From an optimization exercise on the open Yosys and OpenROAD flow, aimed at small area, a short achievable clock period and few clock cycles; shortcuts taken in it are not production practice.
In this exercise RTL edits were held to simulation tests only and were not proved equivalent to the original.

`flow/config.mk`:
```
export PLATFORM = sky130hd
export DESIGN_NAME = ControladorRedimensionamento
export DESIGN_NICKNAME = ControladorRedimensionamento
export VERILOG_FILES = /design/flow/design.v
export SDC_FILE = /design/flow/constraint.sdc
export NUM_CORES = 4
export LEC_CHECK = 0
export CAP_MARGIN = 20
export CORE_MARGIN = 2
export CORE_UTILIZATION = 40
export SLEW_MARGIN = 20
```
`flow/constraint.sdc`:
```
create_clock -name core_clock -period 85.0 [get_ports {clk}]
set_input_delay 17.0000 -clock core_clock [delete_from_list [all_inputs] [get_ports {clk}]]
set_output_delay 17.0000 -clock core_clock [all_outputs]
set_load 0.01 [all_outputs]
```
`flow/design.v`:
```
module Replicacao (
    input  wire       clk,
    input  wire       rst,
    input  wire       enable,          
    input  wire [7:0] pixel_in,        
    input  wire [2:0] escala,          
    output reg  [7:0]  pixel_out,      
    output reg  [3:0]  offset_x,       
    output reg  [3:0]  offset_y,       
    output reg         done            
);
    reg [3:0] cont_x, cont_y;
    reg [7:0] pixel_hold;
    reg estado;   
    always @(posedge clk or posedge rst) begin
        if (rst) begin
            estado <= 0;
            cont_x <= 0;
            cont_y <= 0;
            pixel_out <= 0;
            pixel_hold <= 0;
            offset_x <= 0;
            offset_y <= 0;
            done <= 0;
        end else begin
            if (estado == 0) begin   
                done <= 0;
                if (enable) begin
                    pixel_hold <= pixel_in;
                    pixel_out <= pixel_in;
                    cont_x <= 0;
                    cont_y <= 0;
                    offset_x <= 0;
                    offset_y <= 0;
                    estado <= 1;
                end
            end else begin   
                pixel_out <= pixel_hold;
                offset_x <= cont_x;
                offset_y <= cont_y;
                if (cont_x == escala-1 && cont_y == escala-1) begin
                    done <= 1;
                    estado <= 0;
                end else begin
                    done <= 0;
                    if (cont_x < escala-1)
                        cont_x <= cont_x + 1;
                    else begin
                        cont_x <= 0;
                        cont_y <= cont_y + 1;
                    end
                end
            end
        end
    end
endmodule
module Decimacao (
    input  wire       clk,
    input  wire       rst,
    input  wire       enable,
    input  wire [7:0] pixel_in,
    input  wire [9:0] x_orig,          
    input  wire [9:0] y_orig,          
    input  wire [2:0] escala,
    output reg  [7:0] pixel_out,
    output reg        should_write,    
    output reg        ready
);
    wire amostravel = ((x_orig % escala) == 0) && ((y_orig % escala) == 0);
    always @(posedge clk or posedge rst) begin
        if (rst) begin
            pixel_out <= 0;
            should_write <= 0;
            ready <= 1;
        end else begin
            if (enable) begin
                pixel_out <= pixel_in;
                should_write <= amostravel;   
                ready <= 1;   
            end else begin
                should_write <= 0;
                ready <= 1;
            end
        end
    end
endmodule
module VizinhoMaisProximo #(
    parameter LARGURA_ORIG = 320   
)(
    input  wire       clk,
    input  wire       rst,
    input  wire       enable,
    input  wire [7:0] pixel_in,
    input  wire [9:0] x_dest,
    input  wire [9:0] y_dest,
    input  wire [2:0] escala,
    output reg  [7:0]  pixel_out,
    output wire [9:0]  x_orig,
    output wire [9:0]  y_orig,
    output wire [16:0] rom_addr_calc,   
    output reg         ready
);
    assign x_orig = x_dest / escala;
    assign y_orig = y_dest / escala;
    wire [21:0] y_mult = {12'b0, y_orig} * LARGURA_ORIG;   
    assign rom_addr_calc = y_mult + {12'b0, x_orig};       
    always @(posedge clk or posedge rst) begin
        if (rst) begin
            pixel_out <= 0;
            ready <= 1;
        end else begin
            if (enable) begin
                pixel_out <= pixel_in;
                ready <= 1;
            end else begin
                ready <= 1;
            end
        end
    end
endmodule
module MediaDeBlocos (
    input  wire       clk,
    input  wire       rst,
    input  wire       enable,          
    input  wire       new_block,       
    input  wire [7:0] pixel_in,
    input  wire [12:0] tamanho_bloco,  
    output reg  [7:0] pixel_out,       
    output reg        block_done       
);
    reg [18:0] acumulador;
    reg [12:0] contador;
    reg        processing;   
    always @(posedge clk or posedge rst) begin
        if (rst) begin
            acumulador <= 0;
            contador <= 0;
            pixel_out <= 0;
            block_done <= 0;
            processing <= 0;
        end else begin
            if (new_block) begin
                acumulador <= 0;
                contador <= 0;
                block_done <= 0;
                processing <= 1;   
            end 
            else if (enable && processing) begin
                acumulador <= acumulador + pixel_in;
                contador <= contador + 1;
                if (contador == tamanho_bloco - 1) begin
                    pixel_out <= (acumulador + pixel_in) / tamanho_bloco;
                    block_done <= 1;
                    processing <= 0;   
                end else begin
                    block_done <= 0;
                end
            end 
            else if (block_done && !new_block) begin
                block_done <= 1;   
            end
            else begin
                block_done <= 0;
            end
        end
    end
endmodule
module ControladorRedimensionamento #(
    parameter LARGURA_ORIG = 320,      
    parameter ALTURA_ORIG   = 240,
    parameter MAX_LARGURA   = 640,
    parameter MAX_ALTURA   = 480
)(
    input  wire        clk,
    input  wire        rst,
    input  wire        start,
    input  wire [1:0]  algoritmo,
    input  wire [1:0]  zoom_select,
    input  wire [7:0]  pixel_in, 
	 input wire [7:0]   red_pixel,
    input  wire [8:0]  janela_x_inicio,    
    input  wire [7:0]  janela_y_inicio,    
    input  wire [10:0]  janela_largura,     
    input  wire [9:0]  janela_altura,      
    output reg  [16:0] rom_addr,       
    output reg  [16:0] ram_addr, 
    output reg  [7:0]  pixel_out,
    output reg         wren,
    output reg         done
);
    localparam IDLE    = 3'b000;
    localparam LOAD    = 3'b001;
    localparam WAIT    = 3'b010;
    localparam PROCESS = 3'b011;
    localparam WRITE   = 3'b100;
    localparam FINAL   = 3'b101;
    reg [2:0] estado, prox_estado;
    reg [2:0] escala_reg;
    reg [1:0] wait_counter;
    reg [9:0] x_orig, y_orig;
    reg [9:0] x_dest, y_dest;
    reg [4:0] local_x, local_y;
    wire [10:0] largura_ampliada = janela_largura * escala_reg;
    wire [10:0] altura_ampliada = janela_altura * escala_reg;
    wire precisa_cortar_x = (largura_ampliada > MAX_LARGURA);
    wire precisa_cortar_y = (altura_ampliada > MAX_ALTURA);
    wire [9:0] offset_corte_x = precisa_cortar_x ? ((largura_ampliada - MAX_LARGURA) >> 1) : 10'd0;
    wire [9:0] offset_corte_y = precisa_cortar_y ? ((altura_ampliada - MAX_ALTURA) >> 1) : 10'd0;
    wire [9:0] largura_final = precisa_cortar_x ? MAX_LARGURA : largura_ampliada[9:0];
    wire [9:0] altura_final = precisa_cortar_y ? MAX_ALTURA : altura_ampliada[9:0];
    wire [10:0] largura_dest = (algoritmo == 2'b00 || algoritmo == 2'b10) ? 
                               {1'b0, largura_final} :
                               (janela_largura / escala_reg);
    wire [10:0] altura_dest = (algoritmo == 2'b00 || algoritmo == 2'b10) ? 
                              {1'b0, altura_final} :
                              (janela_altura / escala_reg);
    wire [12:0] tamanho_bloco = escala_reg * escala_reg;
    reg alg_enable, new_block;
    wire [9:0] x_absoluto = janela_x_inicio + x_orig;
    wire [9:0] y_absoluto = janela_y_inicio + y_orig;
    wire [16:0] rom_addr_absoluto = y_absoluto * LARGURA_ORIG + x_absoluto;
    wire [7:0] rep_pixel;
    wire [3:0] rep_offset_x, rep_offset_y;
    wire rep_done;
    Replicacao rep_inst (
        .clk(clk), 
        .rst(rst),
        .enable(alg_enable && algoritmo == 2'b00),
        .pixel_in(pixel_in),
        .escala(escala_reg),
        .pixel_out(rep_pixel),
        .offset_x(rep_offset_x),
        .offset_y(rep_offset_y),
        .done(rep_done)
    );
    wire [7:0] dcm_pixel;
    wire dcm_should_write, dcm_ready;
    Decimacao dcm_inst (
        .clk(clk), 
        .rst(rst),
        .enable(alg_enable && algoritmo == 2'b01),
        .pixel_in(red_pixel),
        .x_orig(x_orig),
        .y_orig(y_orig),
        .escala(escala_reg),
        .pixel_out(dcm_pixel),
        .should_write(dcm_should_write),
        .ready(dcm_ready)
    );
    wire [7:0] vmp_pixel;
    wire [9:0] vmp_x_orig, vmp_y_orig;
    wire [16:0] vmp_rom_calc_relativo;
    wire vmp_ready;
    VizinhoMaisProximo #(LARGURA_ORIG) vmp_inst (
        .clk(clk), 
        .rst(rst),
        .enable(alg_enable && algoritmo == 2'b10),
        .pixel_in(pixel_in),
        .x_dest(x_dest),
        .y_dest(y_dest),
        .escala(escala_reg),
        .pixel_out(vmp_pixel),
        .x_orig(vmp_x_orig),
        .y_orig(vmp_y_orig),
        .rom_addr_calc(vmp_rom_calc_relativo),
        .ready(vmp_ready)
    );
    wire [9:0] vmp_x_absoluto = janela_x_inicio + vmp_x_orig;
    wire [9:0] vmp_y_absoluto = janela_y_inicio + vmp_y_orig;
    wire [16:0] vmp_rom_addr_absoluto = vmp_y_absoluto * LARGURA_ORIG + vmp_x_absoluto;
    wire [7:0] mdb_pixel;
    wire mdb_block_done;
    MediaDeBlocos mdb_inst (
        .clk(clk),
        .rst(rst),
        .enable(alg_enable && algoritmo == 2'b11),
        .new_block(new_block),
        .pixel_in(red_pixel),
        .tamanho_bloco(tamanho_bloco),
        .pixel_out(mdb_pixel),
        .block_done(mdb_block_done)
    );
    reg [9:0] x_ampliada;
    reg [9:0] y_ampliada;
    reg [9:0] x_ram;
    reg [9:0] y_ram;
    reg dentro_janela_x;
    reg dentro_janela_y;                                    
    reg dentro_janela;
    reg [9:0] x_ampliada_vmp;
    reg [9:0] y_ampliada_vmp;
    reg dentro_janela_x_vmp;
    reg dentro_janela_y_vmp;
    reg dentro_janela_vmp;
    reg [9:0] x_ram_vmp;
    reg [9:0] y_ram_vmp;
    always @(posedge clk or posedge rst) begin
        if (rst)
            escala_reg <= 1;
        else if (start) begin
            case (zoom_select)
                2'b00: escala_reg <= 1;
                2'b01: escala_reg <= 2;
                2'b10: escala_reg <= 4;
                2'b11: escala_reg <= 8;
            endcase
        end
    end
    always @(posedge clk or posedge rst) begin
        if (rst) begin
            estado <= IDLE;
            prox_estado <= IDLE;
            x_orig <= 0;
            y_orig <= 0;
            x_dest <= 0;
            y_dest <= 0;
            local_x <= 0;
            local_y <= 0;
            rom_addr <= 0;
            ram_addr <= 0;
            pixel_out <= 0;
            wren <= 0;
            alg_enable <= 0;
            new_block <= 0;
            wait_counter <= 0;
            done <= 0;
            x_ampliada <= 0;
            y_ampliada <= 0;
            x_ram <= 0;
            y_ram <= 0;
            dentro_janela_x <= 0;
            dentro_janela_y <= 0;
            dentro_janela <= 0;
            x_ampliada_vmp <= 0;
            y_ampliada_vmp <= 0;
            dentro_janela_x_vmp <= 0;
            dentro_janela_y_vmp <= 0;
            dentro_janela_vmp <= 0;
            x_ram_vmp <= 0;
            y_ram_vmp <= 0;
        end else begin
            estado <= prox_estado;
            case (estado)
                IDLE: begin
                    alg_enable <= 0;
                    new_block <= 0;
                    wren <= 0;
                    done <= 0;
                    if (start) begin
                        x_orig <= 0;
                        y_orig <= 0;
                        x_dest <= 0;
                        y_dest <= 0;
                        local_x <= 0;
                        local_y <= 0;
                        prox_estado <= LOAD;
                    end else
                        prox_estado <= IDLE;
                end
               LOAD: begin
                    wren <= 0;
                    alg_enable <= 0;
                    wait_counter <= 0;
                    case (algoritmo)
                        2'b00: begin  
                           rom_addr <= rom_addr_absoluto;  
                        end
                        2'b01: begin  
                          rom_addr <= 17'b0;  
                            ram_addr <= {2'b00, y_orig} * {2'b00, largura_final} + {11'b0, x_orig};
                        end
                        2'b10: begin  
                            rom_addr <= vmp_rom_addr_absoluto;  
                        end
                        2'b11: begin  
                            rom_addr <= 17'b0;
                            ram_addr <= ({2'b00, y_dest} * escala_reg + {6'b0, local_y}) * {2'b00, largura_final} + 
                                        ({2'b00, x_dest} * escala_reg + {6'b0, local_x});
                            if (local_x == 0 && local_y == 0)
                                new_block <= 1;
                            else
                                new_block <= 0;
                        end
                    endcase
                    prox_estado <= WAIT;
                end
                WAIT: begin
                    new_block <= 0;
                    if (wait_counter < 2) begin
                        wait_counter <= wait_counter + 1;
                        prox_estado <= WAIT;
                    end else begin
                        wait_counter <= 0;
                        prox_estado <= PROCESS;
                    end
                end
                PROCESS: begin
                    alg_enable <= 1;
                    prox_estado <= WRITE;
                end
                WRITE: begin
                    alg_enable <= 0;
                    case (algoritmo)
                        2'b00: begin   
                            x_ampliada <= x_orig * escala_reg + rep_offset_x;
                            y_ampliada <= y_orig * escala_reg + rep_offset_y;
                            dentro_janela_x <= (x_ampliada >= offset_corte_x) && 
                                               (x_ampliada < offset_corte_x + largura_final);
                            dentro_janela_y <= (y_ampliada >= offset_corte_y) && 
                                               (y_ampliada < offset_corte_y + altura_final);
                            dentro_janela <= dentro_janela_x && dentro_janela_y;
                            if (dentro_janela) begin
                                x_ram <= x_ampliada - offset_corte_x;
                                y_ram <= y_ampliada - offset_corte_y;
                                ram_addr <= ({11'b0, y_ram} * largura_dest) + {11'b0, x_ram};
                                pixel_out <= rep_pixel;
                                wren <= 1;
                            end else begin
                                wren <= 0;
                            end
                            if (rep_done) begin
                                if (x_orig == janela_largura - 1) begin
                                    x_orig <= 0;
                                    if (y_orig == janela_altura - 1)
                                        prox_estado <= FINAL;
                                    else begin
                                        y_orig <= y_orig + 1;
                                        prox_estado <= LOAD;
                                    end
                                end else begin
                                    x_orig <= x_orig + 1;
                                    prox_estado <= LOAD;
                                end 
                            end else begin
                                prox_estado <= WRITE;
                            end    
                        end
                        2'b01: begin   
                            if (dcm_ready) begin
                                if (dcm_should_write) begin
                                    ram_addr <= ({12'b0, y_orig} / escala_reg) * largura_dest 
																	+ ({12'b0, x_orig} / escala_reg);
                                    pixel_out <= dcm_pixel;
                                    wren <= 1;
                                end else
                                    wren <= 0;
                                if (x_orig == janela_largura - 1) begin
                                    x_orig <= 0;
                                    if (y_orig == janela_altura - 1)
                                        prox_estado <= FINAL;
                                    else begin
                                        y_orig <= y_orig + 1;
                                        prox_estado <= LOAD;
                                    end
                                end else begin
                                    x_orig <= x_orig + 1;
                                    prox_estado <= LOAD;
                                end
                            end else
                                prox_estado <= WRITE;
                        end
                        2'b10: begin   
                            if (vmp_ready) begin
                                x_ampliada_vmp <= x_dest;
                                y_ampliada_vmp <= y_dest;
                                dentro_janela_x_vmp <= (x_ampliada_vmp >= offset_corte_x) && 
                                                       (x_ampliada_vmp < offset_corte_x + largura_final);
                                dentro_janela_y_vmp <= (y_ampliada_vmp >= offset_corte_y) && 
                                                       (y_ampliada_vmp < offset_corte_y + altura_final);
                                dentro_janela_vmp <= dentro_janela_x_vmp && dentro_janela_y_vmp;
                                if (dentro_janela_vmp) begin
                                    x_ram_vmp <= x_ampliada_vmp - offset_corte_x;
                                    y_ram_vmp <= y_ampliada_vmp - offset_corte_y;
                                    ram_addr <= ({12'b0, y_ram_vmp} * largura_dest) 
														+ {12'b0, x_ram_vmp};
                                    pixel_out <= vmp_pixel;
                                    wren <= 1;
                                end else begin
                                    wren <= 0;
                                end
                                if (x_dest == largura_ampliada[9:0] - 1) begin
                                    x_dest <= 0;
                                    if (y_dest == altura_ampliada[9:0] - 1)
                                        prox_estado <= FINAL;
                                    else begin
                                        y_dest <= y_dest + 1;
                                        prox_estado <= LOAD;
                                    end
                                end else begin
                                    x_dest <= x_dest + 1;
                                    prox_estado <= LOAD;
                                end
                            end else
                                prox_estado <= WRITE;
                        end
                        2'b11: begin   
                            if (mdb_block_done) begin
                                 ram_addr <= ({12'b0, y_dest} * largura_dest) + {12'b0, x_dest};
                                pixel_out <= mdb_pixel;
                                wren <= 1;
                                local_x <= 0;
                                local_y <= 0;
                                if (x_dest == largura_dest - 1) begin
                                    x_dest <= 0;
                                    if (y_dest == altura_dest - 1)
                                        prox_estado <= FINAL;
                                    else begin
                                        y_dest <= y_dest + 1;
                                        prox_estado <= LOAD;
                                    end
                                end else begin
                                    x_dest <= x_dest + 1;
                                    prox_estado <= LOAD;
                                end
                            end else begin
                                wren <= 0;
                                if (local_x < escala_reg - 1) begin
                                    local_x <= local_x + 1;
                                end else begin
                                    local_x <= 0;
                                    local_y <= local_y + 1;
                                end
                                prox_estado <= LOAD;
                            end
                        end
                    endcase
                end
                FINAL: begin
                    wren <= 0;
                    done <= 1;
                    prox_estado <= IDLE;
                end
                default: prox_estado <= IDLE;
            endcase
        end
    end
endmodule
```
`flow/run.sh`:
```
#!/bin/bash
# synth_recipe.tcl (not shown) runs the flow's synth.tcl, then flattens the netlist and writes it again
# the make line also repeats each setting of config.mk as NAME=value (left out here)
make -C /OpenROAD-flow-scripts/flow DESIGN_CONFIG=/design/flow/config.mk WORK_HOME=/design/flow/orfs CLKGATE_MAP_FILE= SYNTH_SCRIPT=/design/flow/synth_recipe.tcl finish
```
==> reports/qor.csv <==
stage,metric,value,unit
sta,part of the cycle the worst path needs,0.870,
route,Residual DRC,0,
clock_network,H-tree levels,2,
cells_and_area,"Core Util, Final",0.427,
clock_network,Sink Count,286,
clock_network,CTS Buf Count,40,
hold_path,Min-Delay Startpoint,prox_estado[0],
cells_and_area,largest register by flop count,mdb_inst.acumulador,
yosys,YS warnings,5,
global_routing,first-pass GRT wire length,635000,um
cells_and_area,Register Area,0.00717,mm^2
cells_and_area,multi-input logic area,0.0975,mm^2
route,Met1 Wirelength,189000,um
cells_and_area,"commonest non-fill, non-tap cell in the layout",nand2_1,
route,Initial DRT Pass Iterations,8,
yosys,"EDFF count, synth",0,
critical_path,reg2reg end,dcm_inst.should_write,
placement,routability congestion estimate,1.00,
critical_path,"slowest stage delay, CP",0.87,ns
sta,setup TNS,0,ns
clock_network,CTS resizes,0,
cells_and_area,Final #Nets,16800,
placement,DP Wirelength,330000,um
global_routing,Global Route Usage Sum,0.282,
route,met3 WL,27300,um
die,Rows,193,
clock_network,number of setup buffers added after CTS,0,
cells_and_area,design area,0.118,mm^2
run,Max-Cap Viols,0,
clock_network,CTS root buf,clkbuf_16,
global_routing,largest net degree at the start of global routing,150,
critical_path,most frequent CP cell,ha_1,
route,Top Layer Used,met5,
route,number of antenna-violating nets in the routed design,0,
die,starting density of the core,0.401,
yosys,Yosys reg bits,286,
yosys,Post-Synthesis Cells,15200,
route,Iter 0 DRT Violations,10300,
critical_path,Worst Reg2Reg Path Length in Cells,257,
route,Vias,115000,
yosys,Avg Inst Size Synth,7.27,um^2
yosys,Yosys cell types,159,
yosys,post-synthesis sequential area ratio,0.0646,
critical_path,CP arrival,74.50,ns
global_routing,initial antenna violation count,31,
cells_and_area,biggest regs,"mdb_inst.acumulador: 19 flops, ram_addr: 17 flops, rom_addr: 17 flops",
cells_and_area,"leading cell types in the layout, fill and taps excluded","nand2_1, nor2_1, inv_1",
yosys,most used flip-flop cell after synthesis,dfrtp_1,
die,IO Pins,105,
sta,RSZ-0062 raised after global routing,no,
hold_path,Worst Hold Depth,0,
sta,Tightest Pin Transition,1.21,ns
sta,Final Setup Violations,0,
route,overall routed net length,410000,um
cells_and_area,fill count,28800,
critical_path,CP Max Fanout,35,
sta,fmax,13.5,MHz
route,wire length on met2,181000,um
critical_path,CP max-delay cell,nor2b_1,
route,WL per Instance,21.8,um
placement,Port Buffers,104,
sta,Max Transition Viols Final,0,
clock_network,CTS tree,yes,
yosys,Async SR Flop Fraction,1.00,
global_routing,GRT overflow,0,
critical_path,Setup crit end kind,flip-flop,
die,chip width,530,um
sta,Fin. Hold Viols,0,
clock_network,Hold Buf Count CTS,0,
critical_path,worst reg-to-reg setup slack,11.04,ns
yosys,"Cell Area, Synth",0.111,mm^2
cells_and_area,max reg flops,19,
sta,fin crit period,73.96,ns
clock_network,clock-pin transition on the worst setup and hold timing paths,0.07,ns
die,Core ar.,0.276,mm^2
sta,clock skew,0.0366,ns
clock_network,Worst-Skew Late Latency,0.65,ns
placement,placed standard-cell area,0.116,mm^2
cells_and_area,share of post-route cells with drive strength above 1,0.0586,
clock_network,clock buffer depth,3,
critical_path,Crit path buffers/inverters,20,
hold_path,Hold Crit Endpoint,estado[0],
critical_path,WS Path Type,flip-flop to flip-flop,
sta,max_slew headroom,0.188,
hold_path,Tightest Hold Check Type,flip-flop to flip-flop,
die,DIE HEIGHT,530,um
critical_path,WP data required,85.54,ns
global_routing,vias in the first global route,107000,
die,die area,0.281,mm^2
critical_path,CP Launch Type,flip-flop,
cells_and_area,Area Growth Syn to Fin,6.42,%
outcome,status,"complete, no violations",
critical_path,"Largest delay share family, worst path",simple AND/OR/NAND/NOR gates,
critical_path,FF-to-FF Start,escala_reg[1],
route,via/cell ratio,6.08,
## cell type report
| type | count | share of cell area |
|---|---|---|
| clock buffers | 47 | 0.00914 |
| multi-input cells | 13300 | 0.827 |
| inverters | 1119 | 0.0359 |
| clock inverters | 26 | 0.00336 |
| diodes | 23 | 0.000488 |
| repair buffers | 335 | 0.0237 |
| well taps | 3705 | 0.0393 |
| flip-flops and latches | 286 | 0.0608 |
## synth_stat cells (57+ instances only)
cell type  number  share of area
nand2b_1      230          0.013
mux2i_1       140          0.013
or4_1          84         0.0057
clkbuf_1      453          0.015
nor2_1       1320          0.045
or2_2         116         0.0066
nand4_1       200          0.011
o21ai_0       846          0.038
nand2_1      1637          0.055
inv_1        1106          0.037
nor4_1        184          0.010
nand3_1       447          0.020
o22ai_1        66         0.0037
a21boi_0       65         0.0044
o31a_1         60         0.0047
a21o_1        207          0.014
or3_1         200          0.011
and2_1        358          0.020
dfrtp_1       285          0.064
o21bai_1      116         0.0079
o211ai_1      167          0.011
a211oi_1      144         0.0098
o31ai_1       144         0.0098
a21oi_1       903          0.041
xnor2_1       754          0.060
fa_1          566           0.10
o2111ai_1      60         0.0047
a31oi_1       159         0.0090
ha_1         1069           0.12
and3_1        196          0.011
a211o_1        57         0.0045
xor2_1        333          0.026
mux2_2        139          0.014
nor3_1        509          0.023
nor2b_1       184          0.010
o21a_1        265          0.018
## logic make-up after synthesis
family / share of synthesized area
xor+xnor: 0.0863
flops: 0.0646
mux: 0.0319
simple gates: 0.275
compound gates: 0.259
buf+inv: 0.0594
other cells: 0.0000339
fa+ha+maj: 0.224
## per-layer routing
| metal | track usage | vias up |
|---|---|---|
| met2 | 0.447 | 3910 |
| li1 | - | 55100 |
| met3 | 0.0335 | 508 |
| met5 | 0 | - |
| met4 | 0.0800 | 2 |
| met1 | 0.399 | 55200 |
## per-stage QoR
step                hold WS, ns  std cells  setup WS (ns)
CTS                       0.349      18800          12.53
finish                    0.349      18900          11.04
global placement          0.332      18800          14.43
floorplan                 0.331      15300          20.08
global route              0.360      18900           4.84
detailed placement        0.336      18800          12.76
## worst max path at each step
stage                     cells past startpoint  slack, ns           from               endpoint
after detailed placement                    257      12.76  escala_reg[1]  dcm_inst.should_write
after floorplan                             296      20.08  escala_reg[1]  dcm_inst.should_write
after global routing                        254       4.84  escala_reg[1]  dcm_inst.should_write
after CTS                                   255      12.53  escala_reg[1]  dcm_inst.should_write
after global placement                      256      14.43  escala_reg[1]  dcm_inst.should_write
final                                       257      11.04  escala_reg[1]  dcm_inst.should_write
Testbench counts, summed over its fixed seeds: cycles 3,155,936.

static timing again, ports no longer ideal:
No port has a modelled driver above. Below, the same layout with a new extraction and two added sets of constraints. Step 1 sets driving cells, clkbuf_16 on the clock port and buf_2 on the other inputs (assumed; they add their load-dependent delay and slew). Step 2, shift: input delay + t, output delay - t, t = (earliest + latest rising clock arrival at the registers) / 2. This alone moves slack from input paths to output paths. Three values: no drivers, after step 1, after step 2; two values: the first two.
t, ns: 0.708
setup slack, ns: 11.042 / 11.042 / 11.042
worst register clock-pin slew, ns: 0.08 / 0.08
After both steps setup and hold are still met in this run. The setup slack of this run moves by 0.000 ns with the drivers and by 0.000 ns with both steps.
